Context: an optimization exercise on an open-source flow, tuned for small area and a short achievable clock period. The choices shown serve that exercise and are no tape-out recipe. No run shown here included a check of the RTL's function; only the layout flow was run. No activity file was given, so power comes from the tool's default toggle rates.

`design/flow/flow/run.sh`:
```
#!/bin/bash
# Standard ORFS layout with two changes: the ports are buffered with buf_1 (instead of the
# delay buffer buffer_ports picks by default), and timing repair aims for a setup slack of
# 10.2 ns, so that it sizes the critical paths for a shorter period than the clock's.
set -euo pipefail
export BUFFER_PORTS_ARGS="-buffer_cell sky130_fd_sc_hd__buf_1"
export SETUP_SLACK_MARGIN=10.2
bash standard.sh > standard.log 2>&1
```
`design/flow/standard.sh`:
```
#!/bin/bash
# synth_recipe.tcl (not shown) runs the flow's synth.tcl, then flattens the netlist and writes it again
# the make line also repeats each setting of config.mk as NAME=value (left out here)
make -C /OpenROAD-flow-scripts/flow DESIGN_CONFIG=/design/flow/config.mk WORK_HOME=/design/flow/orfs CLKGATE_MAP_FILE= SYNTH_SCRIPT=/design/flow/synth_recipe.tcl "${@:-finish}"
```
`design/flow/config.mk`:
```
export PLATFORM = sky130hd
export DESIGN_NAME = Nbit_ALU_Register
export DESIGN_NICKNAME = Nbit_ALU_Register
export VERILOG_FILES = /design/flow/design.v
export SDC_FILE = /design/flow/constraint.sdc
export NUM_CORES = 4
export LEC_CHECK = 0
export CAP_MARGIN = 20
export CORE_MARGIN = 2
export CORE_UTILIZATION = 40
export GPL_TIMING_DRIVEN = 0
export SLEW_MARGIN = 20
export SYNTH_HIERARCHICAL = 1
export SYNTH_MINIMUM_KEEP_SIZE = 0
```
`design/flow/constraint.sdc`:
```
create_clock -name core_clock -period 15.5 [get_ports {clk}]
set_input_delay 3.1000 -clock core_clock [delete_from_list [all_inputs] [get_ports {clk}]]
set_output_delay 3.1000 -clock core_clock [all_outputs]
set_load 0.01 [all_outputs]
```
`design/flow/design.v`:
```
`timescale 1ns / 1ps
module g_inv    (input a, output y);                  assign y = ~a;                             endmodule
module g_buf    (input a, output y);                  assign y = a;                              endmodule
module g_nand2  (input a, b, output y);               assign y = ~(a & b);                       endmodule
module g_nor2   (input a, b, output y);               assign y = ~(a | b);                       endmodule
module g_and2   (input a, b, output y);               assign y = a & b;                          endmodule
module g_or2    (input a, b, output y);               assign y = a | b;                          endmodule
module g_nand2b (input an, b, output y);              assign y = ~(~an & b);                     endmodule
module g_a21oi  (input a1, a2, b1, output y);         assign y = ~((a1 & a2) | b1);              endmodule
module g_o21ai  (input a1, a2, b1, output y);         assign y = ~((a1 | a2) & b1);              endmodule
module g_a21o   (input a1, a2, b1, output y);         assign y = (a1 & a2) | b1;                 endmodule
module g_o21a   (input a1, a2, b1, output y);         assign y = (a1 | a2) & b1;                 endmodule
module g_o22ai  (input a1, a2, b1, b2, output y);     assign y = ~((a1 | a2) & (b1 | b2));       endmodule
module g_xor2   (input a, b, output y);               assign y = a ^ b;                          endmodule
module g_xnor2  (input a, b, output y);               assign y = ~(a ^ b);                       endmodule
module g_mux2i  (input a0, a1, s, output y);          assign y = ~(s ? a1 : a0);                 endmodule
module g_nand3  (input a, b, c, output y);            assign y = ~(a & b & c);                   endmodule
module g_a31oi  (input a1, a2, a3, b1, output y);     assign y = ~((a1 & a2 & a3) | b1);         endmodule
module g_a32oi  (input a1, a2, a3, b1, b2, output y); assign y = ~((a1 & a2 & a3) | (b1 & b2));   endmodule
`timescale 1ns / 1ps
module Nbit_ALU(r1, r2, r3, ALUop);
parameter n = 32;
input  [n-1:0] r2, r3;
input  [2:0]   ALUop;
output [n-1:0] r1;
wire x01;
g_xor2 u_x01 (.a(ALUop[0]), .b(ALUop[1]), .y(x01));
wire op1n;
g_inv u_op1n (.a(ALUop[1]), .y(op1n));
wire t0n_d;
g_mux2i u_t0n_d (.a0(ALUop[0]), .a1(ALUop[1]), .s(ALUop[2]), .y(t0n_d));
wire t0n_0;
g_buf u_t0n_0 (.a(t0n_d), .y(t0n_0));
wire t0n_1;
g_buf u_t0n_1 (.a(t0n_d), .y(t0n_1));
wire t1n_d;
g_mux2i u_t1n_d (.a0(x01), .a1(op1n), .s(ALUop[2]), .y(t1n_d));
wire t1n_0;
g_buf u_t1n_0 (.a(t1n_d), .y(t1n_0));
wire t1n_1;
g_buf u_t1n_1 (.a(t1n_d), .y(t1n_1));
wire esn_d;
g_o21a u_esn_d (.a1(ALUop[1]), .a2(ALUop[0]), .b1(ALUop[2]), .y(esn_d));
wire esn_0;
g_buf u_esn_0 (.a(esn_d), .y(esn_0));
wire esn_1;
g_buf u_esn_1 (.a(esn_d), .y(esn_1));
wire ecn_d;
g_nand2b u_ecn_d (.an(ALUop[1]), .b(ALUop[2]), .y(ecn_d));
wire ecn_0;
g_buf u_ecn_0 (.a(ecn_d), .y(ecn_0));
wire ecn_1;
g_buf u_ecn_1 (.a(ecn_d), .y(ecn_1));
wire enn_d;
g_nand2b u_enn_d (.an(ALUop[2]), .b(ALUop[1]), .y(enn_d));
wire enn_0;
g_buf u_enn_0 (.a(enn_d), .y(enn_0));
wire enn_1;
g_buf u_enn_1 (.a(enn_d), .y(enn_1));
wire en_d;
g_inv u_en_d (.a(enn_0), .y(en_d));
wire en_0;
g_buf u_en_0 (.a(en_d), .y(en_0));
wire en_1;
g_buf u_en_1 (.a(en_d), .y(en_1));
wire op01n;
g_nand2 u_op01n (.a(ALUop[0]), .b(ALUop[1]), .y(op01n));
wire sub;
g_nor2 u_sub (.a(ALUop[2]), .b(op01n), .y(sub));
wire op12n;
g_nand2 u_op12n (.a(ALUop[1]), .b(ALUop[2]), .y(op12n));
wire slt;
g_nor2 u_slt (.a(ALUop[0]), .b(op12n), .y(slt));
wire bb0;
g_mux2i u_bb0 (.a0(t0n_0), .a1(t1n_0), .s(r3[0]), .y(bb0));
wire gn0;
g_nand2 u_gn0 (.a(r2[0]), .b(bb0), .y(gn0));
wire tn0;
g_nor2 u_tn0 (.a(r2[0]), .b(bb0), .y(tn0));
wire pn0;
g_nand2b u_pn0 (.an(tn0), .b(gn0), .y(pn0));
wire y0;
g_o22ai u_y0 (.a1(gn0), .a2(ecn_0), .b1(pn0), .b2(esn_0), .y(y0));
wire bb1;
g_mux2i u_bb1 (.a0(t0n_0), .a1(t1n_0), .s(r3[1]), .y(bb1));
wire gn1;
g_nand2 u_gn1 (.a(r2[1]), .b(bb1), .y(gn1));
wire tn1;
g_nor2 u_tn1 (.a(r2[1]), .b(bb1), .y(tn1));
wire pn1;
g_nand2b u_pn1 (.an(tn1), .b(gn1), .y(pn1));
wire y1;
g_o22ai u_y1 (.a1(gn1), .a2(ecn_0), .b1(pn1), .b2(esn_0), .y(y1));
wire bb2;
g_mux2i u_bb2 (.a0(t0n_0), .a1(t1n_0), .s(r3[2]), .y(bb2));
wire gn2;
g_nand2 u_gn2 (.a(r2[2]), .b(bb2), .y(gn2));
wire tn2;
g_nor2 u_tn2 (.a(r2[2]), .b(bb2), .y(tn2));
wire pn2;
g_nand2b u_pn2 (.an(tn2), .b(gn2), .y(pn2));
wire y2;
g_o22ai u_y2 (.a1(gn2), .a2(ecn_0), .b1(pn2), .b2(esn_0), .y(y2));
wire bb3;
g_mux2i u_bb3 (.a0(t0n_0), .a1(t1n_0), .s(r3[3]), .y(bb3));
wire gn3;
g_nand2 u_gn3 (.a(r2[3]), .b(bb3), .y(gn3));
wire tn3;
g_nor2 u_tn3 (.a(r2[3]), .b(bb3), .y(tn3));
wire pn3;
g_nand2b u_pn3 (.an(tn3), .b(gn3), .y(pn3));
wire y3;
g_o22ai u_y3 (.a1(gn3), .a2(ecn_0), .b1(pn3), .b2(esn_0), .y(y3));
wire bb4;
g_mux2i u_bb4 (.a0(t0n_0), .a1(t1n_0), .s(r3[4]), .y(bb4));
wire gn4;
g_nand2 u_gn4 (.a(r2[4]), .b(bb4), .y(gn4));
wire tn4;
g_nor2 u_tn4 (.a(r2[4]), .b(bb4), .y(tn4));
wire pn4;
g_nand2b u_pn4 (.an(tn4), .b(gn4), .y(pn4));
wire y4;
g_o22ai u_y4 (.a1(gn4), .a2(ecn_0), .b1(pn4), .b2(esn_0), .y(y4));
wire bb5;
g_mux2i u_bb5 (.a0(t0n_0), .a1(t1n_0), .s(r3[5]), .y(bb5));
wire gn5;
g_nand2 u_gn5 (.a(r2[5]), .b(bb5), .y(gn5));
wire tn5;
g_nor2 u_tn5 (.a(r2[5]), .b(bb5), .y(tn5));
wire pn5;
g_nand2b u_pn5 (.an(tn5), .b(gn5), .y(pn5));
wire y5;
g_o22ai u_y5 (.a1(gn5), .a2(ecn_0), .b1(pn5), .b2(esn_0), .y(y5));
wire bb6;
g_mux2i u_bb6 (.a0(t0n_0), .a1(t1n_0), .s(r3[6]), .y(bb6));
wire gn6;
g_nand2 u_gn6 (.a(r2[6]), .b(bb6), .y(gn6));
wire tn6;
g_nor2 u_tn6 (.a(r2[6]), .b(bb6), .y(tn6));
wire pn6;
g_nand2b u_pn6 (.an(tn6), .b(gn6), .y(pn6));
wire y6;
g_o22ai u_y6 (.a1(gn6), .a2(ecn_0), .b1(pn6), .b2(esn_0), .y(y6));
wire bb7;
g_mux2i u_bb7 (.a0(t0n_0), .a1(t1n_0), .s(r3[7]), .y(bb7));
wire gn7;
g_nand2 u_gn7 (.a(r2[7]), .b(bb7), .y(gn7));
wire tn7;
g_nor2 u_tn7 (.a(r2[7]), .b(bb7), .y(tn7));
wire pn7;
g_nand2b u_pn7 (.an(tn7), .b(gn7), .y(pn7));
wire y7;
g_o22ai u_y7 (.a1(gn7), .a2(ecn_0), .b1(pn7), .b2(esn_0), .y(y7));
wire bb8;
g_mux2i u_bb8 (.a0(t0n_0), .a1(t1n_0), .s(r3[8]), .y(bb8));
wire gn8;
g_nand2 u_gn8 (.a(r2[8]), .b(bb8), .y(gn8));
wire tn8;
g_nor2 u_tn8 (.a(r2[8]), .b(bb8), .y(tn8));
wire pn8;
g_nand2b u_pn8 (.an(tn8), .b(gn8), .y(pn8));
wire y8;
g_o22ai u_y8 (.a1(gn8), .a2(ecn_0), .b1(pn8), .b2(esn_0), .y(y8));
wire bb9;
g_mux2i u_bb9 (.a0(t0n_0), .a1(t1n_0), .s(r3[9]), .y(bb9));
wire gn9;
g_nand2 u_gn9 (.a(r2[9]), .b(bb9), .y(gn9));
wire tn9;
g_nor2 u_tn9 (.a(r2[9]), .b(bb9), .y(tn9));
wire pn9;
g_nand2b u_pn9 (.an(tn9), .b(gn9), .y(pn9));
wire y9;
g_o22ai u_y9 (.a1(gn9), .a2(ecn_0), .b1(pn9), .b2(esn_0), .y(y9));
wire bb10;
g_mux2i u_bb10 (.a0(t0n_0), .a1(t1n_0), .s(r3[10]), .y(bb10));
wire gn10;
g_nand2 u_gn10 (.a(r2[10]), .b(bb10), .y(gn10));
wire tn10;
g_nor2 u_tn10 (.a(r2[10]), .b(bb10), .y(tn10));
wire pn10;
g_nand2b u_pn10 (.an(tn10), .b(gn10), .y(pn10));
wire y10;
g_o22ai u_y10 (.a1(gn10), .a2(ecn_0), .b1(pn10), .b2(esn_0), .y(y10));
wire bb11;
g_mux2i u_bb11 (.a0(t0n_0), .a1(t1n_0), .s(r3[11]), .y(bb11));
wire gn11;
g_nand2 u_gn11 (.a(r2[11]), .b(bb11), .y(gn11));
wire tn11;
g_nor2 u_tn11 (.a(r2[11]), .b(bb11), .y(tn11));
wire pn11;
g_nand2b u_pn11 (.an(tn11), .b(gn11), .y(pn11));
wire y11;
g_o22ai u_y11 (.a1(gn11), .a2(ecn_0), .b1(pn11), .b2(esn_0), .y(y11));
wire bb12;
g_mux2i u_bb12 (.a0(t0n_0), .a1(t1n_0), .s(r3[12]), .y(bb12));
wire gn12;
g_nand2 u_gn12 (.a(r2[12]), .b(bb12), .y(gn12));
wire tn12;
g_nor2 u_tn12 (.a(r2[12]), .b(bb12), .y(tn12));
wire pn12;
g_nand2b u_pn12 (.an(tn12), .b(gn12), .y(pn12));
wire y12;
g_o22ai u_y12 (.a1(gn12), .a2(ecn_0), .b1(pn12), .b2(esn_0), .y(y12));
wire bb13;
g_mux2i u_bb13 (.a0(t0n_0), .a1(t1n_0), .s(r3[13]), .y(bb13));
wire gn13;
g_nand2 u_gn13 (.a(r2[13]), .b(bb13), .y(gn13));
wire tn13;
g_nor2 u_tn13 (.a(r2[13]), .b(bb13), .y(tn13));
wire pn13;
g_nand2b u_pn13 (.an(tn13), .b(gn13), .y(pn13));
wire y13;
g_o22ai u_y13 (.a1(gn13), .a2(ecn_0), .b1(pn13), .b2(esn_0), .y(y13));
wire bb14;
g_mux2i u_bb14 (.a0(t0n_0), .a1(t1n_0), .s(r3[14]), .y(bb14));
wire gn14;
g_nand2 u_gn14 (.a(r2[14]), .b(bb14), .y(gn14));
wire tn14;
g_nor2 u_tn14 (.a(r2[14]), .b(bb14), .y(tn14));
wire pn14;
g_nand2b u_pn14 (.an(tn14), .b(gn14), .y(pn14));
wire y14;
g_o22ai u_y14 (.a1(gn14), .a2(ecn_0), .b1(pn14), .b2(esn_0), .y(y14));
wire bb15;
g_mux2i u_bb15 (.a0(t0n_0), .a1(t1n_0), .s(r3[15]), .y(bb15));
wire gn15;
g_nand2 u_gn15 (.a(r2[15]), .b(bb15), .y(gn15));
wire tn15;
g_nor2 u_tn15 (.a(r2[15]), .b(bb15), .y(tn15));
wire pn15;
g_nand2b u_pn15 (.an(tn15), .b(gn15), .y(pn15));
wire y15;
g_o22ai u_y15 (.a1(gn15), .a2(ecn_0), .b1(pn15), .b2(esn_0), .y(y15));
wire bb16;
g_mux2i u_bb16 (.a0(t0n_1), .a1(t1n_1), .s(r3[16]), .y(bb16));
wire gn16;
g_nand2 u_gn16 (.a(r2[16]), .b(bb16), .y(gn16));
wire tn16;
g_nor2 u_tn16 (.a(r2[16]), .b(bb16), .y(tn16));
wire pn16;
g_nand2b u_pn16 (.an(tn16), .b(gn16), .y(pn16));
wire y16;
g_o22ai u_y16 (.a1(gn16), .a2(ecn_1), .b1(pn16), .b2(esn_1), .y(y16));
wire bb17;
g_mux2i u_bb17 (.a0(t0n_1), .a1(t1n_1), .s(r3[17]), .y(bb17));
wire gn17;
g_nand2 u_gn17 (.a(r2[17]), .b(bb17), .y(gn17));
wire tn17;
g_nor2 u_tn17 (.a(r2[17]), .b(bb17), .y(tn17));
wire pn17;
g_nand2b u_pn17 (.an(tn17), .b(gn17), .y(pn17));
wire y17;
g_o22ai u_y17 (.a1(gn17), .a2(ecn_1), .b1(pn17), .b2(esn_1), .y(y17));
wire bb18;
g_mux2i u_bb18 (.a0(t0n_1), .a1(t1n_1), .s(r3[18]), .y(bb18));
wire gn18;
g_nand2 u_gn18 (.a(r2[18]), .b(bb18), .y(gn18));
wire tn18;
g_nor2 u_tn18 (.a(r2[18]), .b(bb18), .y(tn18));
wire pn18;
g_nand2b u_pn18 (.an(tn18), .b(gn18), .y(pn18));
wire y18;
g_o22ai u_y18 (.a1(gn18), .a2(ecn_1), .b1(pn18), .b2(esn_1), .y(y18));
wire bb19;
g_mux2i u_bb19 (.a0(t0n_1), .a1(t1n_1), .s(r3[19]), .y(bb19));
wire gn19;
g_nand2 u_gn19 (.a(r2[19]), .b(bb19), .y(gn19));
wire tn19;
g_nor2 u_tn19 (.a(r2[19]), .b(bb19), .y(tn19));
wire pn19;
g_nand2b u_pn19 (.an(tn19), .b(gn19), .y(pn19));
wire y19;
g_o22ai u_y19 (.a1(gn19), .a2(ecn_1), .b1(pn19), .b2(esn_1), .y(y19));
wire bb20;
g_mux2i u_bb20 (.a0(t0n_1), .a1(t1n_1), .s(r3[20]), .y(bb20));
wire gn20;
g_nand2 u_gn20 (.a(r2[20]), .b(bb20), .y(gn20));
wire tn20;
g_nor2 u_tn20 (.a(r2[20]), .b(bb20), .y(tn20));
wire pn20;
g_nand2b u_pn20 (.an(tn20), .b(gn20), .y(pn20));
wire y20;
g_o22ai u_y20 (.a1(gn20), .a2(ecn_1), .b1(pn20), .b2(esn_1), .y(y20));
wire bb21;
g_mux2i u_bb21 (.a0(t0n_1), .a1(t1n_1), .s(r3[21]), .y(bb21));
wire gn21;
g_nand2 u_gn21 (.a(r2[21]), .b(bb21), .y(gn21));
wire tn21;
g_nor2 u_tn21 (.a(r2[21]), .b(bb21), .y(tn21));
wire pn21;
g_nand2b u_pn21 (.an(tn21), .b(gn21), .y(pn21));
wire y21;
g_o22ai u_y21 (.a1(gn21), .a2(ecn_1), .b1(pn21), .b2(esn_1), .y(y21));
wire bb22;
g_mux2i u_bb22 (.a0(t0n_1), .a1(t1n_1), .s(r3[22]), .y(bb22));
wire gn22;
g_nand2 u_gn22 (.a(r2[22]), .b(bb22), .y(gn22));
wire tn22;
g_nor2 u_tn22 (.a(r2[22]), .b(bb22), .y(tn22));
wire pn22;
g_nand2b u_pn22 (.an(tn22), .b(gn22), .y(pn22));
wire y22;
g_o22ai u_y22 (.a1(gn22), .a2(ecn_1), .b1(pn22), .b2(esn_1), .y(y22));
wire bb23;
g_mux2i u_bb23 (.a0(t0n_1), .a1(t1n_1), .s(r3[23]), .y(bb23));
wire gn23;
g_nand2 u_gn23 (.a(r2[23]), .b(bb23), .y(gn23));
wire tn23;
g_nor2 u_tn23 (.a(r2[23]), .b(bb23), .y(tn23));
wire pn23;
g_nand2b u_pn23 (.an(tn23), .b(gn23), .y(pn23));
wire y23;
g_o22ai u_y23 (.a1(gn23), .a2(ecn_1), .b1(pn23), .b2(esn_1), .y(y23));
wire bb24;
g_mux2i u_bb24 (.a0(t0n_1), .a1(t1n_1), .s(r3[24]), .y(bb24));
wire gn24;
g_nand2 u_gn24 (.a(r2[24]), .b(bb24), .y(gn24));
wire tn24;
g_nor2 u_tn24 (.a(r2[24]), .b(bb24), .y(tn24));
wire pn24;
g_nand2b u_pn24 (.an(tn24), .b(gn24), .y(pn24));
wire y24;
g_o22ai u_y24 (.a1(gn24), .a2(ecn_1), .b1(pn24), .b2(esn_1), .y(y24));
wire bb25;
g_mux2i u_bb25 (.a0(t0n_1), .a1(t1n_1), .s(r3[25]), .y(bb25));
wire gn25;
g_nand2 u_gn25 (.a(r2[25]), .b(bb25), .y(gn25));
wire tn25;
g_nor2 u_tn25 (.a(r2[25]), .b(bb25), .y(tn25));
wire pn25;
g_nand2b u_pn25 (.an(tn25), .b(gn25), .y(pn25));
wire y25;
g_o22ai u_y25 (.a1(gn25), .a2(ecn_1), .b1(pn25), .b2(esn_1), .y(y25));
wire bb26;
g_mux2i u_bb26 (.a0(t0n_1), .a1(t1n_1), .s(r3[26]), .y(bb26));
wire gn26;
g_nand2 u_gn26 (.a(r2[26]), .b(bb26), .y(gn26));
wire tn26;
g_nor2 u_tn26 (.a(r2[26]), .b(bb26), .y(tn26));
wire pn26;
g_nand2b u_pn26 (.an(tn26), .b(gn26), .y(pn26));
wire y26;
g_o22ai u_y26 (.a1(gn26), .a2(ecn_1), .b1(pn26), .b2(esn_1), .y(y26));
wire bb27;
g_mux2i u_bb27 (.a0(t0n_1), .a1(t1n_1), .s(r3[27]), .y(bb27));
wire gn27;
g_nand2 u_gn27 (.a(r2[27]), .b(bb27), .y(gn27));
wire tn27;
g_nor2 u_tn27 (.a(r2[27]), .b(bb27), .y(tn27));
wire pn27;
g_nand2b u_pn27 (.an(tn27), .b(gn27), .y(pn27));
wire y27;
g_o22ai u_y27 (.a1(gn27), .a2(ecn_1), .b1(pn27), .b2(esn_1), .y(y27));
wire bb28;
g_mux2i u_bb28 (.a0(t0n_1), .a1(t1n_1), .s(r3[28]), .y(bb28));
wire gn28;
g_nand2 u_gn28 (.a(r2[28]), .b(bb28), .y(gn28));
wire tn28;
g_nor2 u_tn28 (.a(r2[28]), .b(bb28), .y(tn28));
wire pn28;
g_nand2b u_pn28 (.an(tn28), .b(gn28), .y(pn28));
wire y28;
g_o22ai u_y28 (.a1(gn28), .a2(ecn_1), .b1(pn28), .b2(esn_1), .y(y28));
wire bb29;
g_mux2i u_bb29 (.a0(t0n_1), .a1(t1n_1), .s(r3[29]), .y(bb29));
wire gn29;
g_nand2 u_gn29 (.a(r2[29]), .b(bb29), .y(gn29));
wire tn29;
g_nor2 u_tn29 (.a(r2[29]), .b(bb29), .y(tn29));
wire pn29;
g_nand2b u_pn29 (.an(tn29), .b(gn29), .y(pn29));
wire y29;
g_o22ai u_y29 (.a1(gn29), .a2(ecn_1), .b1(pn29), .b2(esn_1), .y(y29));
wire bb30;
g_mux2i u_bb30 (.a0(t0n_1), .a1(t1n_1), .s(r3[30]), .y(bb30));
wire gn30;
g_nand2 u_gn30 (.a(r2[30]), .b(bb30), .y(gn30));
wire tn30;
g_nor2 u_tn30 (.a(r2[30]), .b(bb30), .y(tn30));
wire pn30;
g_nand2b u_pn30 (.an(tn30), .b(gn30), .y(pn30));
wire y30;
g_o22ai u_y30 (.a1(gn30), .a2(ecn_1), .b1(pn30), .b2(esn_1), .y(y30));
wire bb31;
g_mux2i u_bb31 (.a0(t0n_1), .a1(t1n_1), .s(r3[31]), .y(bb31));
wire gn31;
g_nand2 u_gn31 (.a(r2[31]), .b(bb31), .y(gn31));
wire tn31;
g_nor2 u_tn31 (.a(r2[31]), .b(bb31), .y(tn31));
wire pn31;
g_nand2b u_pn31 (.an(tn31), .b(gn31), .y(pn31));
wire y31;
g_o22ai u_y31 (.a1(gn31), .a2(ecn_1), .b1(pn31), .b2(esn_1), .y(y31));
wire G0n;
g_o21a u_G0n (.a1(tn0), .a2(t0n_0), .b1(gn0), .y(G0n));
wire G1_1;
g_o21ai u_G1_1 (.a1(tn1), .a2(G0n), .b1(gn1), .y(G1_1));
wire G1_3;
g_o21ai u_G1_3 (.a1(tn3), .a2(gn2), .b1(gn3), .y(G1_3));
wire T1_3;
g_nor2 u_T1_3 (.a(tn3), .b(tn2), .y(T1_3));
wire G1_5;
g_o21ai u_G1_5 (.a1(tn5), .a2(gn4), .b1(gn5), .y(G1_5));
wire T1_5;
g_nor2 u_T1_5 (.a(tn5), .b(tn4), .y(T1_5));
wire G1_7;
g_o21ai u_G1_7 (.a1(tn7), .a2(gn6), .b1(gn7), .y(G1_7));
wire T1_7;
g_nor2 u_T1_7 (.a(tn7), .b(tn6), .y(T1_7));
wire G1_9;
g_o21ai u_G1_9 (.a1(tn9), .a2(gn8), .b1(gn9), .y(G1_9));
wire T1_9;
g_nor2 u_T1_9 (.a(tn9), .b(tn8), .y(T1_9));
wire G1_11;
g_o21ai u_G1_11 (.a1(tn11), .a2(gn10), .b1(gn11), .y(G1_11));
wire T1_11;
g_nor2 u_T1_11 (.a(tn11), .b(tn10), .y(T1_11));
wire G1_13;
g_o21ai u_G1_13 (.a1(tn13), .a2(gn12), .b1(gn13), .y(G1_13));
wire T1_13;
g_nor2 u_T1_13 (.a(tn13), .b(tn12), .y(T1_13));
wire G1_15;
g_o21ai u_G1_15 (.a1(tn15), .a2(gn14), .b1(gn15), .y(G1_15));
wire T1_15;
g_nor2 u_T1_15 (.a(tn15), .b(tn14), .y(T1_15));
wire G1_17;
g_o21ai u_G1_17 (.a1(tn17), .a2(gn16), .b1(gn17), .y(G1_17));
wire T1_17;
g_nor2 u_T1_17 (.a(tn17), .b(tn16), .y(T1_17));
wire G1_19;
g_o21ai u_G1_19 (.a1(tn19), .a2(gn18), .b1(gn19), .y(G1_19));
wire T1_19;
g_nor2 u_T1_19 (.a(tn19), .b(tn18), .y(T1_19));
wire G1_21;
g_o21ai u_G1_21 (.a1(tn21), .a2(gn20), .b1(gn21), .y(G1_21));
wire T1_21;
g_nor2 u_T1_21 (.a(tn21), .b(tn20), .y(T1_21));
wire G1_23;
g_o21ai u_G1_23 (.a1(tn23), .a2(gn22), .b1(gn23), .y(G1_23));
wire T1_23;
g_nor2 u_T1_23 (.a(tn23), .b(tn22), .y(T1_23));
wire G1_25;
g_o21ai u_G1_25 (.a1(tn25), .a2(gn24), .b1(gn25), .y(G1_25));
wire T1_25;
g_nor2 u_T1_25 (.a(tn25), .b(tn24), .y(T1_25));
wire G1_27;
g_o21ai u_G1_27 (.a1(tn27), .a2(gn26), .b1(gn27), .y(G1_27));
wire T1_27;
g_nor2 u_T1_27 (.a(tn27), .b(tn26), .y(T1_27));
wire G1_29;
g_o21ai u_G1_29 (.a1(tn29), .a2(gn28), .b1(gn29), .y(G1_29));
wire T1_29;
g_nor2 u_T1_29 (.a(tn29), .b(tn28), .y(T1_29));
wire G2_3;
g_a21oi u_G2_3 (.a1(T1_3), .a2(G1_1), .b1(G1_3), .y(G2_3));
wire G2_5;
g_a21oi u_G2_5 (.a1(T1_5), .a2(G1_3), .b1(G1_5), .y(G2_5));
wire T2_5;
g_nand2 u_T2_5 (.a(T1_5), .b(T1_3), .y(T2_5));
wire G2_7;
g_a21oi u_G2_7 (.a1(T1_7), .a2(G1_5), .b1(G1_7), .y(G2_7));
wire T2_7;
g_nand2 u_T2_7 (.a(T1_7), .b(T1_5), .y(T2_7));
wire G2_9;
g_a21oi u_G2_9 (.a1(T1_9), .a2(G1_7), .b1(G1_9), .y(G2_9));
wire T2_9;
g_nand2 u_T2_9 (.a(T1_9), .b(T1_7), .y(T2_9));
wire G2_11;
g_a21oi u_G2_11 (.a1(T1_11), .a2(G1_9), .b1(G1_11), .y(G2_11));
wire T2_11;
g_nand2 u_T2_11 (.a(T1_11), .b(T1_9), .y(T2_11));
wire G2_13;
g_a21oi u_G2_13 (.a1(T1_13), .a2(G1_11), .b1(G1_13), .y(G2_13));
wire T2_13;
g_nand2 u_T2_13 (.a(T1_13), .b(T1_11), .y(T2_13));
wire G2_15;
g_a21oi u_G2_15 (.a1(T1_15), .a2(G1_13), .b1(G1_15), .y(G2_15));
wire T2_15;
g_nand2 u_T2_15 (.a(T1_15), .b(T1_13), .y(T2_15));
wire G2_17;
g_a21oi u_G2_17 (.a1(T1_17), .a2(G1_15), .b1(G1_17), .y(G2_17));
wire T2_17;
g_nand2 u_T2_17 (.a(T1_17), .b(T1_15), .y(T2_17));
wire G2_19;
g_a21oi u_G2_19 (.a1(T1_19), .a2(G1_17), .b1(G1_19), .y(G2_19));
wire T2_19;
g_nand2 u_T2_19 (.a(T1_19), .b(T1_17), .y(T2_19));
wire G2_21;
g_a21oi u_G2_21 (.a1(T1_21), .a2(G1_19), .b1(G1_21), .y(G2_21));
wire T2_21;
g_nand2 u_T2_21 (.a(T1_21), .b(T1_19), .y(T2_21));
wire G2_23;
g_a21oi u_G2_23 (.a1(T1_23), .a2(G1_21), .b1(G1_23), .y(G2_23));
wire T2_23;
g_nand2 u_T2_23 (.a(T1_23), .b(T1_21), .y(T2_23));
wire G2_25;
g_a21oi u_G2_25 (.a1(T1_25), .a2(G1_23), .b1(G1_25), .y(G2_25));
wire T2_25;
g_nand2 u_T2_25 (.a(T1_25), .b(T1_23), .y(T2_25));
wire G2_27;
g_a21oi u_G2_27 (.a1(T1_27), .a2(G1_25), .b1(G1_27), .y(G2_27));
wire T2_27;
g_nand2 u_T2_27 (.a(T1_27), .b(T1_25), .y(T2_27));
wire G2_29;
g_a21oi u_G2_29 (.a1(T1_29), .a2(G1_27), .b1(G1_29), .y(G2_29));
wire T2_29;
g_nand2 u_T2_29 (.a(T1_29), .b(T1_27), .y(T2_29));
wire n_G1_1;
g_inv u_n_G1_1 (.a(G1_1), .y(n_G1_1));
wire G3_5;
g_o21ai u_G3_5 (.a1(T2_5), .a2(n_G1_1), .b1(G2_5), .y(G3_5));
wire G3_7;
g_o21ai u_G3_7 (.a1(T2_7), .a2(G2_3), .b1(G2_7), .y(G3_7));
wire G3_9;
g_o21ai u_G3_9 (.a1(T2_9), .a2(G2_5), .b1(G2_9), .y(G3_9));
wire T3_9;
g_nor2 u_T3_9 (.a(T2_9), .b(T2_5), .y(T3_9));
wire G3_11;
g_o21ai u_G3_11 (.a1(T2_11), .a2(G2_7), .b1(G2_11), .y(G3_11));
wire T3_11;
g_nor2 u_T3_11 (.a(T2_11), .b(T2_7), .y(T3_11));
wire G3_13;
g_o21ai u_G3_13 (.a1(T2_13), .a2(G2_9), .b1(G2_13), .y(G3_13));
wire T3_13;
g_nor2 u_T3_13 (.a(T2_13), .b(T2_9), .y(T3_13));
wire G3_15;
g_o21ai u_G3_15 (.a1(T2_15), .a2(G2_11), .b1(G2_15), .y(G3_15));
wire T3_15;
g_nor2 u_T3_15 (.a(T2_15), .b(T2_11), .y(T3_15));
wire G3_17;
g_o21ai u_G3_17 (.a1(T2_17), .a2(G2_13), .b1(G2_17), .y(G3_17));
wire T3_17;
g_nor2 u_T3_17 (.a(T2_17), .b(T2_13), .y(T3_17));
wire G3_19;
g_o21ai u_G3_19 (.a1(T2_19), .a2(G2_15), .b1(G2_19), .y(G3_19));
wire T3_19;
g_nor2 u_T3_19 (.a(T2_19), .b(T2_15), .y(T3_19));
wire G3_21;
g_o21ai u_G3_21 (.a1(T2_21), .a2(G2_17), .b1(G2_21), .y(G3_21));
wire T3_21;
g_nor2 u_T3_21 (.a(T2_21), .b(T2_17), .y(T3_21));
wire G3_23;
g_o21ai u_G3_23 (.a1(T2_23), .a2(G2_19), .b1(G2_23), .y(G3_23));
wire T3_23;
g_nor2 u_T3_23 (.a(T2_23), .b(T2_19), .y(T3_23));
wire G3_25;
g_o21ai u_G3_25 (.a1(T2_25), .a2(G2_21), .b1(G2_25), .y(G3_25));
wire T3_25;
g_nor2 u_T3_25 (.a(T2_25), .b(T2_21), .y(T3_25));
wire G3_27;
g_o21ai u_G3_27 (.a1(T2_27), .a2(G2_23), .b1(G2_27), .y(G3_27));
wire T3_27;
g_nor2 u_T3_27 (.a(T2_27), .b(T2_23), .y(T3_27));
wire G3_29;
g_o21ai u_G3_29 (.a1(T2_29), .a2(G2_25), .b1(G2_29), .y(G3_29));
wire T3_29;
g_nor2 u_T3_29 (.a(T2_29), .b(T2_25), .y(T3_29));
wire G4_9;
g_a21oi u_G4_9 (.a1(T3_9), .a2(G1_1), .b1(G3_9), .y(G4_9));
wire n_G2_3;
g_inv u_n_G2_3 (.a(G2_3), .y(n_G2_3));
wire G4_11;
g_a21oi u_G4_11 (.a1(T3_11), .a2(n_G2_3), .b1(G3_11), .y(G4_11));
wire G4_13;
g_a21oi u_G4_13 (.a1(T3_13), .a2(G3_5), .b1(G3_13), .y(G4_13));
wire G4_15;
g_a21oi u_G4_15 (.a1(T3_15), .a2(G3_7), .b1(G3_15), .y(G4_15));
wire G4_17;
g_a21oi u_G4_17 (.a1(T3_17), .a2(G3_9), .b1(G3_17), .y(G4_17));
wire T4_17;
g_nand2 u_T4_17 (.a(T3_17), .b(T3_9), .y(T4_17));
wire G4_19;
g_a21oi u_G4_19 (.a1(T3_19), .a2(G3_11), .b1(G3_19), .y(G4_19));
wire T4_19;
g_nand2 u_T4_19 (.a(T3_19), .b(T3_11), .y(T4_19));
wire G4_21;
g_a21oi u_G4_21 (.a1(T3_21), .a2(G3_13), .b1(G3_21), .y(G4_21));
wire T4_21;
g_nand2 u_T4_21 (.a(T3_21), .b(T3_13), .y(T4_21));
wire G4_23;
g_a21oi u_G4_23 (.a1(T3_23), .a2(G3_15), .b1(G3_23), .y(G4_23));
wire T4_23;
g_nand2 u_T4_23 (.a(T3_23), .b(T3_15), .y(T4_23));
wire G4_25;
g_a21oi u_G4_25 (.a1(T3_25), .a2(G3_17), .b1(G3_25), .y(G4_25));
wire T4_25;
g_nand2 u_T4_25 (.a(T3_25), .b(T3_17), .y(T4_25));
wire G4_27;
g_a21oi u_G4_27 (.a1(T3_27), .a2(G3_19), .b1(G3_27), .y(G4_27));
wire T4_27;
g_nand2 u_T4_27 (.a(T3_27), .b(T3_19), .y(T4_27));
wire G4_29;
g_a21oi u_G4_29 (.a1(T3_29), .a2(G3_21), .b1(G3_29), .y(G4_29));
wire T4_29;
g_nand2 u_T4_29 (.a(T3_29), .b(T3_21), .y(T4_29));
wire G5_17;
g_o21ai u_G5_17 (.a1(T4_17), .a2(n_G1_1), .b1(G4_17), .y(G5_17));
wire G5_19;
g_o21ai u_G5_19 (.a1(T4_19), .a2(G2_3), .b1(G4_19), .y(G5_19));
wire n_G3_5;
g_inv u_n_G3_5 (.a(G3_5), .y(n_G3_5));
wire G5_21;
g_o21ai u_G5_21 (.a1(T4_21), .a2(n_G3_5), .b1(G4_21), .y(G5_21));
wire n_G3_7;
g_inv u_n_G3_7 (.a(G3_7), .y(n_G3_7));
wire G5_23;
g_o21ai u_G5_23 (.a1(T4_23), .a2(n_G3_7), .b1(G4_23), .y(G5_23));
wire G5_25;
g_o21ai u_G5_25 (.a1(T4_25), .a2(G4_9), .b1(G4_25), .y(G5_25));
wire G5_27;
g_o21ai u_G5_27 (.a1(T4_27), .a2(G4_11), .b1(G4_27), .y(G5_27));
wire G5_29;
g_o21ai u_G5_29 (.a1(T4_29), .a2(G4_13), .b1(G4_29), .y(G5_29));
wire n_gn2;
g_inv u_n_gn2 (.a(gn2), .y(n_gn2));
wire n_tn2;
g_inv u_n_tn2 (.a(tn2), .y(n_tn2));
wire kn3;
g_a32oi u_kn3 (.a1(n_tn2), .a2(G1_1), .a3(en_0), .b1(n_gn2), .b2(en_0), .y(kn3));
wire G6_4;
g_o21ai u_G6_4 (.a1(tn4), .a2(G2_3), .b1(gn4), .y(G6_4));
wire n_gn6;
g_inv u_n_gn6 (.a(gn6), .y(n_gn6));
wire n_tn6;
g_inv u_n_tn6 (.a(tn6), .y(n_tn6));
wire kn7;
g_a32oi u_kn7 (.a1(n_tn6), .a2(G3_5), .a3(en_0), .b1(n_gn6), .b2(en_0), .y(kn7));
wire n_gn8;
g_inv u_n_gn8 (.a(gn8), .y(n_gn8));
wire n_tn8;
g_inv u_n_tn8 (.a(tn8), .y(n_tn8));
wire kn9;
g_a32oi u_kn9 (.a1(n_tn8), .a2(G3_7), .a3(en_0), .b1(n_gn8), .b2(en_0), .y(kn9));
wire G6_10;
g_o21ai u_G6_10 (.a1(tn10), .a2(G4_9), .b1(gn10), .y(G6_10));
wire G6_12;
g_o21ai u_G6_12 (.a1(tn12), .a2(G4_11), .b1(gn12), .y(G6_12));
wire G6_14;
g_o21ai u_G6_14 (.a1(tn14), .a2(G4_13), .b1(gn14), .y(G6_14));
wire G6_16;
g_o21ai u_G6_16 (.a1(tn16), .a2(G4_15), .b1(gn16), .y(G6_16));
wire n_gn18;
g_inv u_n_gn18 (.a(gn18), .y(n_gn18));
wire n_tn18;
g_inv u_n_tn18 (.a(tn18), .y(n_tn18));
wire kn19;
g_a32oi u_kn19 (.a1(n_tn18), .a2(G5_17), .a3(en_1), .b1(n_gn18), .b2(en_1), .y(kn19));
wire n_gn20;
g_inv u_n_gn20 (.a(gn20), .y(n_gn20));
wire n_tn20;
g_inv u_n_tn20 (.a(tn20), .y(n_tn20));
wire kn21;
g_a32oi u_kn21 (.a1(n_tn20), .a2(G5_19), .a3(en_1), .b1(n_gn20), .b2(en_1), .y(kn21));
wire n_gn22;
g_inv u_n_gn22 (.a(gn22), .y(n_gn22));
wire n_tn22;
g_inv u_n_tn22 (.a(tn22), .y(n_tn22));
wire kn23;
g_a32oi u_kn23 (.a1(n_tn22), .a2(G5_21), .a3(en_1), .b1(n_gn22), .b2(en_1), .y(kn23));
wire n_gn24;
g_inv u_n_gn24 (.a(gn24), .y(n_gn24));
wire n_tn24;
g_inv u_n_tn24 (.a(tn24), .y(n_tn24));
wire kn25;
g_a32oi u_kn25 (.a1(n_tn24), .a2(G5_23), .a3(en_1), .b1(n_gn24), .b2(en_1), .y(kn25));
wire n_gn26;
g_inv u_n_gn26 (.a(gn26), .y(n_gn26));
wire n_tn26;
g_inv u_n_tn26 (.a(tn26), .y(n_tn26));
wire kn27;
g_a32oi u_kn27 (.a1(n_tn26), .a2(G5_25), .a3(en_1), .b1(n_gn26), .b2(en_1), .y(kn27));
wire n_gn28;
g_inv u_n_gn28 (.a(gn28), .y(n_gn28));
wire n_tn28;
g_inv u_n_tn28 (.a(tn28), .y(n_tn28));
wire kn29;
g_a32oi u_kn29 (.a1(n_tn28), .a2(G5_27), .a3(en_1), .b1(n_gn28), .b2(en_1), .y(kn29));
wire n_gn30;
g_inv u_n_gn30 (.a(gn30), .y(n_gn30));
wire n_tn30;
g_inv u_n_tn30 (.a(tn30), .y(n_tn30));
wire G6_30;
g_a21oi u_G6_30 (.a1(n_tn30), .a2(G5_29), .b1(n_gn30), .y(G6_30));
wire k1;
g_nor2 u_k1 (.a(G0n), .b(enn_0), .y(k1));
g_xor2 u_r1 (.a(y1), .b(k1), .y(r1[1]));
wire kn2;
g_nand2 u_kn2 (.a(G1_1), .b(en_0), .y(kn2));
g_xnor2 u_r2 (.a(y2), .b(kn2), .y(r1[2]));
g_xnor2 u_r3 (.a(y3), .b(kn3), .y(r1[3]));
wire k4;
g_nor2 u_k4 (.a(G2_3), .b(enn_0), .y(k4));
g_xor2 u_r4 (.a(y4), .b(k4), .y(r1[4]));
wire kn5;
g_nand2 u_kn5 (.a(G6_4), .b(en_0), .y(kn5));
g_xnor2 u_r5 (.a(y5), .b(kn5), .y(r1[5]));
wire kn6;
g_nand2 u_kn6 (.a(G3_5), .b(en_0), .y(kn6));
g_xnor2 u_r6 (.a(y6), .b(kn6), .y(r1[6]));
g_xnor2 u_r7 (.a(y7), .b(kn7), .y(r1[7]));
wire kn8;
g_nand2 u_kn8 (.a(G3_7), .b(en_0), .y(kn8));
g_xnor2 u_r8 (.a(y8), .b(kn8), .y(r1[8]));
g_xnor2 u_r9 (.a(y9), .b(kn9), .y(r1[9]));
wire k10;
g_nor2 u_k10 (.a(G4_9), .b(enn_0), .y(k10));
g_xor2 u_r10 (.a(y10), .b(k10), .y(r1[10]));
wire kn11;
g_nand2 u_kn11 (.a(G6_10), .b(en_0), .y(kn11));
g_xnor2 u_r11 (.a(y11), .b(kn11), .y(r1[11]));
wire k12;
g_nor2 u_k12 (.a(G4_11), .b(enn_0), .y(k12));
g_xor2 u_r12 (.a(y12), .b(k12), .y(r1[12]));
wire kn13;
g_nand2 u_kn13 (.a(G6_12), .b(en_0), .y(kn13));
g_xnor2 u_r13 (.a(y13), .b(kn13), .y(r1[13]));
wire k14;
g_nor2 u_k14 (.a(G4_13), .b(enn_0), .y(k14));
g_xor2 u_r14 (.a(y14), .b(k14), .y(r1[14]));
wire kn15;
g_nand2 u_kn15 (.a(G6_14), .b(en_0), .y(kn15));
g_xnor2 u_r15 (.a(y15), .b(kn15), .y(r1[15]));
wire k16;
g_nor2 u_k16 (.a(G4_15), .b(enn_1), .y(k16));
g_xor2 u_r16 (.a(y16), .b(k16), .y(r1[16]));
wire kn17;
g_nand2 u_kn17 (.a(G6_16), .b(en_1), .y(kn17));
g_xnor2 u_r17 (.a(y17), .b(kn17), .y(r1[17]));
wire kn18;
g_nand2 u_kn18 (.a(G5_17), .b(en_1), .y(kn18));
g_xnor2 u_r18 (.a(y18), .b(kn18), .y(r1[18]));
g_xnor2 u_r19 (.a(y19), .b(kn19), .y(r1[19]));
wire kn20;
g_nand2 u_kn20 (.a(G5_19), .b(en_1), .y(kn20));
g_xnor2 u_r20 (.a(y20), .b(kn20), .y(r1[20]));
g_xnor2 u_r21 (.a(y21), .b(kn21), .y(r1[21]));
wire kn22;
g_nand2 u_kn22 (.a(G5_21), .b(en_1), .y(kn22));
g_xnor2 u_r22 (.a(y22), .b(kn22), .y(r1[22]));
g_xnor2 u_r23 (.a(y23), .b(kn23), .y(r1[23]));
wire kn24;
g_nand2 u_kn24 (.a(G5_23), .b(en_1), .y(kn24));
g_xnor2 u_r24 (.a(y24), .b(kn24), .y(r1[24]));
g_xnor2 u_r25 (.a(y25), .b(kn25), .y(r1[25]));
wire kn26;
g_nand2 u_kn26 (.a(G5_25), .b(en_1), .y(kn26));
g_xnor2 u_r26 (.a(y26), .b(kn26), .y(r1[26]));
g_xnor2 u_r27 (.a(y27), .b(kn27), .y(r1[27]));
wire kn28;
g_nand2 u_kn28 (.a(G5_27), .b(en_1), .y(kn28));
g_xnor2 u_r28 (.a(y28), .b(kn28), .y(r1[28]));
g_xnor2 u_r29 (.a(y29), .b(kn29), .y(r1[29]));
wire kn30;
g_nand2 u_kn30 (.a(G5_29), .b(en_1), .y(kn30));
g_xnor2 u_r30 (.a(y30), .b(kn30), .y(r1[30]));
wire k31;
g_nor2 u_k31 (.a(G6_30), .b(enn_1), .y(k31));
g_xor2 u_r31 (.a(y31), .b(k31), .y(r1[31]));
wire x31n;
g_xnor2 u_x31n (.a(pn31), .b(G6_30), .y(x31n));
wire z0n;
g_xnor2 u_z0n (.a(y0), .b(sub), .y(z0n));
g_mux2i u_r0 (.a0(z0n), .a1(x31n), .s(slt), .y(r1[0]));
endmodule
`timescale 1ns / 1ps
module dff(q, d, clk);
input		d, clk;       
output reg	q;            
always @(posedge clk)
q<=d;
endmodule
`timescale 1ns / 1ps
module Nbit_Register(outo, ino, clk);
parameter n = 32;
input [n-1:0] ino;
output [n-1:0] outo;
input clk;
genvar i;
generate
for (i = 0; i < n; i = i + 1) begin: registerblk
dff Dflipflop(.q(outo[i]) , .d(ino[i]), .clk(clk) );
end
endgenerate
endmodule
`timescale 1ns / 1ps
module Nbit_ALU_Register (r2, r3, ALUop, r0, clk);
parameter n = 32;
input[n-1:0] r2, r3;
input[2:0] ALUop;
input clk;
output [n-1:0] r0;
wire[n-1:0] r1;
Nbit_ALU #(n) alu1 (.r1(r1), .r2(r2), .r3(r3), .ALUop(ALUop) );
Nbit_Register #(n) reg1 (.outo(r0), .ino(r1), .clk(clk) );
endmodule
```
==> flow_summary_export.csv, run 1 <==
group,metric,value,unit
status,status,"timing/DRC/antenna clean",
yosys,synthTopCellsByCount,"nand2_1 (69), nor2_1 (66), o21ai_1 (40)",
yosys,avgSynthCellArea,7.00,µm²
sta,worst_pin_slew,0.315,ns
power,p_per_area,93.2,mW/mm²
sta,setup_viol,0,
floorplan,dieArea,0.00799,mm²
setup_path,critPathMaxFanout,8,
clocking,cts_inserted_buffers,5,
yosys,synth_top_area_share,0.220,
setup_path,critPathArrivalTime,5.32,ns
global_routing,antenna_found_initial,0,
global_routing,use_met3,0.0314,
clocking,clk_path_buf_depth,2,
detailed_routing,detail_route.wl_per_cell,12.7,µm
sta,max_freq,194,MHz
yosys,seq_area_frac_synth,0.220,
global_routing,use_met2,0.356,
yosys,syn_area,0.00292,mm²
cells_and_area,drive_gt1_frac,0.139,
setup_path,path_cells,"buf_2 -> xor2_2 -> mux2i_4 -> buf_4 -> mux2i_1 -> nor2_2 -> o21ai_1 -> a21oi_2 -> o21ai_2 -> a21oi_4 -> o21ai_2 -> a21oi_2 -> nor2_1 -> xor2_1",
sta,period_needed,5.15,ns
hold_path,holdPathStages,3,
global_routing,grt_pass1_wl,12600,µm
global_routing,grt.overflow.total,0,
detailed_routing,ant_nets,0,
floorplan,dieHeight,89.4,µm
setup_path,crit_cells,14,
setup_path,endpoint_kind,"register",
sta,slew_headroom,0.789,
sta,drv_slew,0,
cells_and_area,diodes,0,
yosys,ys_warn_count,7,
cells_and_area,reg.largest.list,"reg1.registerblk.Dflipflop.q x32",
placement,port_buffers,99,
sta,fin_ws,10.35,ns
power,power,0.343,mW
detailed_routing,route.detailed.drc,0,
cells_and_area,area_growth,25.9,%
yosys,syn_nets,485,
yosys,syn-instance-count,417,
power,p_clk_frac,0.201,
power,p_int,0.202,mW
detailed_routing,wl,7960,µm
yosys,yosysMostFrequentCell,"nand2_1",
global_routing,grt_pass1_vias,2797,
yosys,synth_async_sr_flop_share,0,
detailed_routing,dr.pass1.iters,4,
sta,hold_viol_final,0,
power,power_switching,0.141,mW
detailed_routing,drt_iter0_markers,127,
floorplan,ios,100,
clocking,htreeDepth,2,
power,peakVddDrop,34.7,µV
floorplan,die-width,89.4,µm
clocking,clock-root-buffer,"clkbuf_8",
setup_path,critical_path_required,15.67,ns
hold_path,hp-class,"in2reg",
run,cap_violations,0,
setup_path,cp_slowest_cell,"buf_4",
setup_path,critPathKind,"in2reg",
yosys,synth_edf_count,0,
floorplan,coreArea,0.00718,mm²
detailed_routing,via_per_inst,4.96,
placement,dp_hpwl,6030,µm
setup_path,cp_slowest_stage_delay,0.23,ns
hold_path,hp-start,"ALUop[0]",
setup_path,path_buf_inv,2,
clocking,cts_hold_buf,0,
floorplan,rows,31,
clocking,cts_tree,"built",
hold_path,holdPathEnd,"reg1.registerblk[0].Dflipflop.q",
yosys,synth-main-ff-cell,"dfxtp_1",
setup_path,critical_path.top_delay_family,"compound AO/OA/AOI/OAI gates",
power,seq_power_share,0.308,
sta,period_share,0.333,
power,comb_power_share,0.491,
yosys,ys_top_cells_by_area,"dfxtp_1 (22%), mux2i_1 (12%), nand2_1 (8.9%)",
yosys,yosysTopAreaCell,"dfxtp_1",
sta,whs,3.19,ns
floorplan,initial_core_util,0.407,
sta,tns,0,ns
placement,gp_congestion,0.835,
placement,pre_cts_ws,9.34,ns
power,swShare,0.411,
global_routing,grt_max_degree,21,
yosys,ys_ff_latch,32,
clocking,clkSinkCount,32,
cells_and_area,top_register,"reg1.registerblk.Dflipflop.q",
global_routing,grt_usage,0.200,
setup_path,cp-startpoint,"ALUop[0]",
power,leakage,1.52,nW
global_routing,top_usage_layer,"met2",
cells_and_area,nNetsFinal,593,
global_routing,met1_usage,0.254,
detailed_routing,vias,3098,
yosys,ys_types,14,
setup_path,startpoint_type,"input pin",
sta,rsz0062_at_grt,"yes",
clocking,clk_pin_slew_worst_paths,0.08,ns
cells_and_area,largest_reg_flops,32,
[final cells by class]
type / instances / area [µm²]
inverters: 26 / 97.6
well taps: 99 / 124
clock buffers: 6 / 82.6
plain buffers: 12 / 101
repair buffers: 101 / 393
flip-flops and latches: 32 / 641
clock inverters: 2 / 10.0
multi-input cells: 347 / 2230
fillers: 761 / 3500
[what timing repair did]
| action | CTS | global route |
|---|---|---|
| cloned | 0 | 1 |
| setup endpoints to repair | 14 | 18 |
| gates resized for setup | 7 | 32 |
| setup buffers | 0 | 1 |
| pin swaps | 2 | 11 |
[how the worst max path moves through the flow]
stage	endpoint
6_report	reg1.registerblk[31].Dflipflop.q
3_5_place_dp	reg1.registerblk[0].Dflipflop.q
5_1_grt	reg1.registerblk[0].Dflipflop.q
3_3_place_gp	reg1.registerblk[0].Dflipflop.q
2_1_floorplan	reg1.registerblk[0].Dflipflop.q
4_1_cts	reg1.registerblk[25].Dflipflop.q
[power groups by stage]
stage                     logic (mW)  clock network, mW  registers (mW)
after floorplan                0.102                  0           0.118
after global placement         0.152                  0           0.107
after detailed placement       0.155                  0           0.107
after CTS                      0.158             0.0725           0.106
after global routing           0.188             0.0754           0.107
final                          0.168             0.0688           0.106
[Yosys stat by module (local to each module, per instance), excerpt]
module	flops+latches	cells	cell area, µm²	times used
g_inv	0	1	3.75	26
g_a32oi	0	1	8.76	9
g_nand2	0	1	3.75	69
g_a21oi	0	1	8.76	26
g_mux2i	0	1	10.0	35
g_xor2	0	1	8.76	8
g_o21ai	0	1	5.00	40
g_nand2b	0	1	6.26	34
dff	1	1	20.0	32
[routing by layer]
layer | part of all wire | vias up
li1 | - | 1642
met1 | 0.46 | 1359
met2 | 0.48 | 92
met3 | 0.054 | 5
met4 | 0.0077 | 0
met5 | 0 | -
[stage by stage]
stage,instances,instance area [µm²],util
CTS,623,3530,0.493
global placement,615,3410,0.476
floorplan,417,2920,-
global route,625,3670,0.512
detailed placement,615,3410,0.476
finish,625,3670,0.512
[layout by cell type (no fill, tap or decap), types with 3 or more instances in the layout]
cell type	instances
a32oi_1	9
buf_6	3
nor2_2	7
nor2_1	59
inv_1	24
dfxtp_1	32
mux2i_1	32
o21ai_2	5
a21oi_2	23
o22ai_1	32
buf_1	96
buf_4	11
nand2_1	69
xnor2_1	25
o21ai_4	3
nand2b_1	34
o21ai_1	32
a21oi_4	3
clkbuf_8	6
xor2_1	7
[kinds of logic (layout without fill, tap and decap cells)]
logic type	Yosys count	after routing	share of synthesized area
AOI/OAI and AO/OA	109	109	0.247
xor gates and xnor gates	34	34	0.102
buffers and inverters	38	147	0.0643
DFF	32	32	0.220
muxes	35	35	0.120
and+or+nand+nor	169	169	0.247
==> run 2: changes to the inputs <==
==> design/flow/flow/run.sh (replaced) <==
#!/bin/bash
# Standard ORFS layout with two changes: the ports are buffered with buf_1 (instead of the
# delay buffer buffer_ports picks by default), and timing repair aims for a setup slack of
# 10.5 ns, so that it sizes the critical paths for a shorter period than the clock's.
set -euo pipefail
export BUFFER_PORTS_ARGS="-buffer_cell sky130_fd_sc_hd__buf_1"
export SETUP_SLACK_MARGIN=10.5
bash standard.sh > standard.log 2>&1
==> flow_summary_export.csv, run 2 <==
group,metric,value,unit
setup_path,critPathKind,"in2reg",
yosys,ys_ff_latch,32,
detailed_routing,detail_route.wl_per_cell,14.7,µm
clocking,clk_path_buf_depth,2,
detailed_routing,top_layer_used,"met4",
detailed_routing,met3WireLength,525,µm
yosys,avgSynthCellArea,7.00,µm²
detailed_routing,wl_met2,4820,µm
global_routing,grt.overflow.total,0,
power,comb_power_share,0.551,
hold_path,holdPathEnd,"reg1.registerblk[0].Dflipflop.q",
cells_and_area,area_growth,49.3,%
yosys,seq_area_frac_synth,0.220,
yosys,ys_warn_count,7,
floorplan,coreArea,0.00718,mm²
power,p_per_area,90.1,mW/mm²
power,p_int,0.227,mW
clocking,clkSinkCount,32,
clocking,clock-root-buffer,"clkbuf_8",
clocking,cts_inserted_buffers,5,
floorplan,initial_core_util,0.407,
global_routing,grt_pass1_vias,2875,
power,seq_power_share,0.269,
setup_path,cp_slowest_cell,"o21ai_4",
setup_path,critical_path_required,15.68,ns
global_routing,grt_pass1_wl,13100,µm
detailed_routing,wl,9540,µm
setup_path,path_cells,"buf_12 -> xor2_4 -> mux2i_4 -> buf_6 -> buf_8 -> mux2i_4 -> nor2_2 -> o21a_1 -> o21ai_4 -> inv_2 -> o21ai_4 -> a21oi_4 -> o21ai_4 -> a21oi_2 -> xnor2_1 -> mux2i_1",
detailed_routing,drt_iter0_markers,144,
yosys,synthTopCellsByCount,"nand2_1 (69), nor2_1 (66), o21ai_1 (40)",
clocking,clk_pin_slew_worst_paths,0.08,ns
placement,port_buffers,99,
detailed_routing,wl_met1,4040,µm
cells_and_area,reg.largest.list,"reg1.registerblk.Dflipflop.q x32",
cells_and_area,drive_gt1_frac,0.328,
yosys,synth-simple-area-share,0.247,
global_routing,grt_max_degree,21,
hold_path,hp-start,"ALUop[1]",
hold_path,hp-class,"in2reg",
yosys,synth-xor-area-share,0.102,
placement,dp_hpwl,5960,µm
yosys,synth_async_sr_flop_share,0,
sta,period_share,0.333,
clocking,cts_tree,"built",
floorplan,die-width,89.4,µm
floorplan,ios,100,
power,leakage,1.71,nW
yosys,synth_top_area_share,0.220,
yosys,ys_top_cells_by_area,"dfxtp_1 (22%), mux2i_1 (12%), nand2_1 (8.9%)",
cells_and_area,nNetsFinal,616,
clocking,cts_hold_buf,0,
sta,rsz0062_at_grt,"yes",
power,swShare,0.423,
floorplan,dieArea,0.00799,mm²
yosys,synth-compound-area-share,0.247,
yosys,syn_area,0.00292,mm²
sta,max_freq,194,MHz
detailed_routing,ant_nets,0,
detailed_routing,vias,3372,
yosys,synth_mux_area_frac,0.120,
global_routing,antenna_found_initial,0,
yosys,syn-instance-count,417,
setup_path,crit_path_frequent_cell,"o21ai_4",
run,cap_violations,0,
setup_path,critPathArrivalTime,5.33,ns
placement,gp_congestion,0.927,
cells_and_area,final_common_cell,"buf_1",
yosys,synth_top_family_by_area,"compound AO/OA/AOI/OAI gates",
yosys,synth_edf_count,0,
power,peakVddDrop,48.7,µV
power,power_switching,0.166,mW
hold_path,holdPathStages,4,
sta,fin_ws,10.35,ns
floorplan,rows,31,
setup_path,cp_slowest_stage_delay,0.23,ns
sta,hold_viol_final,0,
detailed_routing,via_per_inst,5.20,
setup_path,startpoint_type,"input pin",
yosys,synth_fa_ha_area_frac,0,
clocking,htreeDepth,2,
setup_path,path_buf_inv,4,
sta,tns,0,ns
status,status,"timing/DRC/antenna clean",
detailed_routing,dr.pass1.iters,4,
global_routing,grt_usage,0.209,
cells_and_area,layout_common_cells,"buf_1 (96), nand2_1 (60), nor2_2 (36)",
sta,period_needed,5.15,ns
setup_path,endpoint_kind,"register",
yosys,synth-main-ff-cell,"dfxtp_1",
sta,worst_pin_slew,0.290,ns
cells_and_area,diodes,0,
yosys,yosysMostFrequentCell,"nand2_1",
setup_path,critPathMaxFanout,8,
sta,slew_headroom,0.801,
power,p_clk_frac,0.179,
sta,drv_slew,0,
placement,pre_cts_ws,9.74,ns
yosys,syn_nets,485,
cells_and_area,largest_reg_flops,32,
cells_and_area,top_register,"reg1.registerblk.Dflipflop.q",
yosys,yosysTopAreaCell,"dfxtp_1",
detailed_routing,route.detailed.drc,0,
sta,setup_viol,0,
setup_path,critical_path.top_delay_family,"compound AO/OA/AOI/OAI gates",
yosys,ys_types,14,
floorplan,dieHeight,89.4,µm
run 2: cell counts after synthesis:
Identical to the previous run, type by type.
run 2: stage by stage:
step           power (mW)  utilization  area [µm²]  hold slack (ns)  cells
2_1_floorplan       0.221            -        2930             3.28    417
3_3_place_gp        0.261        0.478        3430             3.49    615
3_5_place_dp        0.263        0.478        3430             3.49    615
4_1_cts             0.349        0.516        3700             3.19    632
5_1_grt             0.417        0.607        4360             3.23    648
6_report            0.392        0.607        4360             3.21    648
run 2: what timing repair did:
item,in CTS,in global routing
gates resized for setup,29,131
setup endpoints to repair,25,25
hold endpoints to repair,0,0
buffers inserted,8,15
gates cloned,1,1
pin swaps,11,48
run 2: logic make-up (layout without fill, tap and decap cells):
| logic type | after synthesis | in the layout |
|---|---|---|
| AOI/OAI and AO/OA | 109 | 109 |
| muxes | 35 | 35 |
| buffers and inverters | 38 | 170 |
| xor gates and xnor gates | 34 | 34 |
| and+or+nand+nor | 169 | 169 |
| DFF | 32 | 32 |
run 2: worst max path at each step:
| stage | startpoint | to | slack (ns) | depth (start not counted) |
|---|---|---|---|---|
| global route | ALUop[1] | reg1.registerblk[0].Dflipflop.q | 10.26 | 15 |
| detailed placement | ALUop[1] | reg1.registerblk[0].Dflipflop.q | 9.74 | 15 |
| global placement | ALUop[1] | reg1.registerblk[0].Dflipflop.q | 9.75 | 15 |
| CTS | ALUop[0] | reg1.registerblk[0].Dflipflop.q | 10.38 | 14 |
| floorplan | ALUop[0] | reg1.registerblk[0].Dflipflop.q | 10.48 | 14 |
| finish | ALUop[1] | reg1.registerblk[0].Dflipflop.q | 10.35 | 16 |
run 2: modules after synthesis (local to each module, per instance), a selection:
module	copies in the design	flops+latches
g_xor2	8	0
g_o21a	2	0
g_nor2	66	0
g_xnor2	26	0
g_o21ai	40	0
g_buf	12	0
dff	32	1
g_o22ai	32	0
g_mux2i	35	0
run 2: area by class of cell:
cell class,count,area (µm²)
clock buffers,6,82.6
multi-input cells,347,2630
repair buffers,124,654
clock inverters,2,10.0
flip-flops and latches,32,641
plain buffers,12,118
well taps,99,124
fillers,662,2820
inverters,26,97.6
run 2: layer usage:
| layer | vias up | GRT usage |
|---|---|---|
| li1 | 1688 | - |
| met1 | 1566 | 0.253 |
| met2 | 105 | 0.385 |
| met3 | 13 | 0.0369 |
| met4 | 0 | 0.0434 |
| met5 | - | 0 |
run 2: power groups by stage:
stage	Combinational, mW	Clock [mW]	Sequential [mW]
final	0.216	0.0703	0.106
after global routing	0.235	0.0750	0.107
after CTS	0.170	0.0733	0.106
after detailed placement	0.156	0	0.108
after global placement	0.154	0	0.108
after floorplan	0.103	0	0.118
==> run 3: changes to the inputs <==
==> design/flow/flow/run.sh (replaced) <==
#!/bin/bash
# Standard ORFS layout; the only change is the cell used to buffer the ports
# (a plain buf_1 instead of the delay buffer buffer_ports picks by default).
set -euo pipefail
export BUFFER_PORTS_ARGS="-buffer_cell sky130_fd_sc_hd__buf_1"
bash standard.sh > standard.log 2>&1
--- a/design/flow/config.mk
+++ b/design/flow/config.mk
@@ -10,3 +10,2 @@
 export CORE_UTILIZATION = 40
-export GPL_TIMING_DRIVEN = 0
 export SLEW_MARGIN = 20
==> flow_summary_export.csv, run 3 <==
group,metric,value,unit
clocking,clk_path_buf_depth,2,
clocking,cts_inserted_buffers,5,
sta,period_needed,5.87,ns
cells_and_area,drive_gt1_frac,0.0721,
sta,worst_pin_slew,0.944,ns
clocking,clkSinkCount,32,
floorplan,ios,100,
yosys,syn_nets,485,
run,cap_violations,0,
clocking,cts_tree,"built",
cells_and_area,largest_reg_flops,32,
clocking,clock-root-buffer,"clkbuf_8",
yosys,seq_area_frac_synth,0.220,
cells_and_area,area_growth,17.9,%
global_routing,grt.overflow.total,0,
yosys,avgSynthCellArea,7.00,µm²
setup_path,critPathMaxFanout,33,
sta,drv_slew,0,
yosys,yosysMostFrequentCell,"nand2_1",
global_routing,grt_usage,0.193,
yosys,yosysTopAreaCell,"dfxtp_1",
floorplan,dieHeight,89.4,µm
clocking,cts_setup_buffers,0,
yosys,synth_fa_ha_area_frac,0,
sta,fin_ws,9.63,ns
sta,tns,0,ns
sta,max_freq,170,MHz
global_routing,grt_max_degree,34,
placement,pre_cts_ws,9.28,ns
setup_path,crit_path_frequent_cell,"o21ai_1",
placement,port_buffers,99,
detailed_routing,route.detailed.drc,0,
detailed_routing,wl,7640,µm
yosys,ys_ff_latch,32,
yosys,synth-xor-area-share,0.102,
detailed_routing,drt_iter0_markers,153,
yosys,synth_mux_area_frac,0.120,
yosys,syn-instance-count,417,
hold_path,hp-class,"in2reg",
sta,rsz0062_at_grt,"no",
power,leakage,1.42,nW
global_routing,grt_pass1_wl,12200,µm
clocking,cts_hold_buf,0,
detailed_routing,vias,3026,
detailed_routing,via_per_inst,4.94,
yosys,synth_top_family_by_area,"compound AO/OA/AOI/OAI gates",
detailed_routing,dr.pass1.iters,5,
setup_path,startpoint_type,"input pin",
yosys,synth_top_area_share,0.220,
global_routing,grt_pass1_vias,2695,
setup_path,critPathKind,"in2reg",
cells_and_area,top_register,"reg1.registerblk.Dflipflop.q",
placement,gp_congestion,0.894,
floorplan,coreArea,0.00718,mm²
cells_and_area,fin_util,0.480,
cells_and_area,fillers,758,
sta,period_share,0.379,
yosys,ys_types,14,
sta,hold_viol_final,0,
power,peakVddDrop,33.6,µV
detailed_routing,detail_route.wl_per_cell,12.5,µm
yosys,synth-main-ff-cell,"dfxtp_1",
sta,setup_viol,0,
power,p_per_area,94.7,mW/mm²
yosys,synth_async_sr_flop_share,0,
setup_path,endpoint_kind,"register",
yosys,synthTopCellsByCount,"nand2_1 (69), nor2_1 (66), o21ai_1 (40)",
yosys,ys_warn_count,7,
clocking,htreeDepth,2,
global_routing,antenna_found_initial,0,
cells_and_area,diodes,0,
cells_and_area,final_common_cell,"buf_1",
clocking,clk_pin_slew_worst_paths,0.07,ns
yosys,synth-simple-area-share,0.247,
yosys,synth-compound-area-share,0.247,
yosys,ys_top_cells_by_area,"dfxtp_1 (22%), mux2i_1 (12%), nand2_1 (8.9%)",
status,status,"timing/DRC/antenna clean",
setup_path,cp_slowest_stage_delay,0.87,ns
floorplan,dieArea,0.00799,mm²
setup_path,critical_path_required,15.67,ns
detailed_routing,ant_nets,0,
clocking,cts_resized,0,
cells_and_area,nNetsFinal,580,
floorplan,initial_core_util,0.407,
cells_and_area,reg.largest.list,"reg1.registerblk.Dflipflop.q x32",
floorplan,rows,31,
setup_path,critPathArrivalTime,6.04,ns
yosys,synth_edf_count,0,
yosys,syn_area,0.00292,mm²
cells_and_area,layout_common_cells,"buf_1 (99), nand2_1 (69), nor2_1 (66)",
setup_path,path_cells,"buf_1 -> mux2i_4 -> mux2i_1 -> nor2_1 -> o21a_1 -> o21ai_1 -> inv_1 -> o21ai_1 -> a21oi_2 -> o21ai_1 -> a21oi_2 -> nor2_1 -> xor2_1",
placement,dp_hpwl,5820,µm
sta,slew_headroom,0.357,
setup_path,cp_slowest_cell,"mux2i_4",
floorplan,die-width,89.4,µm
[run 3: cell counts after synthesis]
No cell type changed its count.
[run 3: final cells by class]
cell class,count,area [µm²],share of cell area
multi-input cells,347,2110,0.613
flip-flops and latches,32,641,0.186
repair buffers,100,379,0.110
well taps,99,124,0.0360
inverters,26,97.6,0.0284
clock buffers,8,90.1,0.0262
[run 3: layer usage]
layer  vias to the layer above  routed length (µm)  GRT usage
met3                         6                 363     0.0332
met4                         0                  77     0.0407
met1                      1315                3710      0.261
li1                       1618                   -          -
met2                        87                3490      0.323
met5                         -                   0          0
[run 3: per-module statistics from Yosys (local to each module, per instance), excerpt]
module / cells / flip-flops and latches / times used / area, µm²
g_a32oi: 1 / 0 / 9 / 8.76
g_o21a: 1 / 0 / 2 / 7.51
g_nand2: 1 / 0 / 69 / 3.75
g_xor2: 1 / 0 / 8 / 8.76
g_buf: 1 / 0 / 12 / 7.51
g_o21ai: 1 / 0 / 40 / 5.00
g_nor2: 1 / 0 / 66 / 3.75
dff: 1 / 1 / 32 / 20.0
g_mux2i: 1 / 0 / 35 / 10.0
g_a21oi: 1 / 0 / 26 / 8.76
g_xnor2: 1 / 0 / 26 / 8.76
g_o22ai: 1 / 0 / 32 / 6.26
g_nand2b: 1 / 0 / 34 / 6.26
g_inv: 1 / 0 / 26 / 3.75
[run 3: kinds of logic (layout without fill, tap and decap cells)]
| kind of cell | after synthesis | count (layout) |
|---|---|---|
| AND/OR/NAND/NOR | 169 | 169 |
| flip-flops | 32 | 32 |
| XOR/XNOR | 34 | 34 |
| multiplexers | 35 | 35 |
| AO/OA/AOI/OAI | 109 | 109 |
| buffers and inverters | 38 | 134 |
[run 3: worst max-delay path, delay by kind of cell]
kind	cells	cell delay (ns)
AO/OA/AOI/OAI	6	1.00
XOR/XNOR	1	0.17
buffers and inverters	2	0.45
multiplexers	2	1.07
AND/OR/NAND/NOR	2	0.24
[run 3: final timing paths]
path / depth (start not counted) / end / startpoint / slack, ns
setup / recovery: 13 / reg1.registerblk[31].Dflipflop.q / ALUop[2] / 9.63
hold / removal: 4 / reg1.registerblk[31].Dflipflop.q / r2[31] / 3.22
[run 3: through the flow]
step,total power [mW],hold slack [ns],area [µm²],std cells
final,0.326,3.22,3440,612
after global placement,0.258,3.49,3350,604
after detailed placement,0.260,3.49,3350,604
after floorplan,0.219,3.28,2920,417
after CTS,0.330,3.22,3440,612
after global routing,0.353,3.26,3440,612
[run 3: power by group]
group | switching [mW] | total, mW | internal (mW)
sequential | 0.00498 | 0.106 | 0.101
clock | 0.0319 | 0.0681 | 0.0362
combinational | 0.0946 | 0.152 | 0.0571

==> what the ideal ports hide <==
How much do the figures lean on ideal ports? The routed layouts below were timed once more, with nothing changed but the port constraints.
Step 1: set_driving_cell puts a clkbuf_16 on clk and a buf_2 on each other input, an assumption about the parent block.
Step 2 also shifts input and output timing later by t, the mid clock arrival at the registers, as if the neighbouring blocks saw the same clock.
Slacks: ideal / step 1 / step 2; pairs: ideal / step 1.
run	shift t [ns]	slack for setup (ns)	worst slew at a driven data input, ns
run 1	0.315	10.346 / 10.354 / 10.040	0.04
run 2	0.320	10.346 / 10.318 / 9.999	0.07
run 3	0.314	9.627 / 9.632 / 9.318	0.03
After both steps setup and hold are still met in every run listed. The setup slack of run 2, which loses most, moves by -0.028 ns with the drivers and by -0.347 ns with both steps.
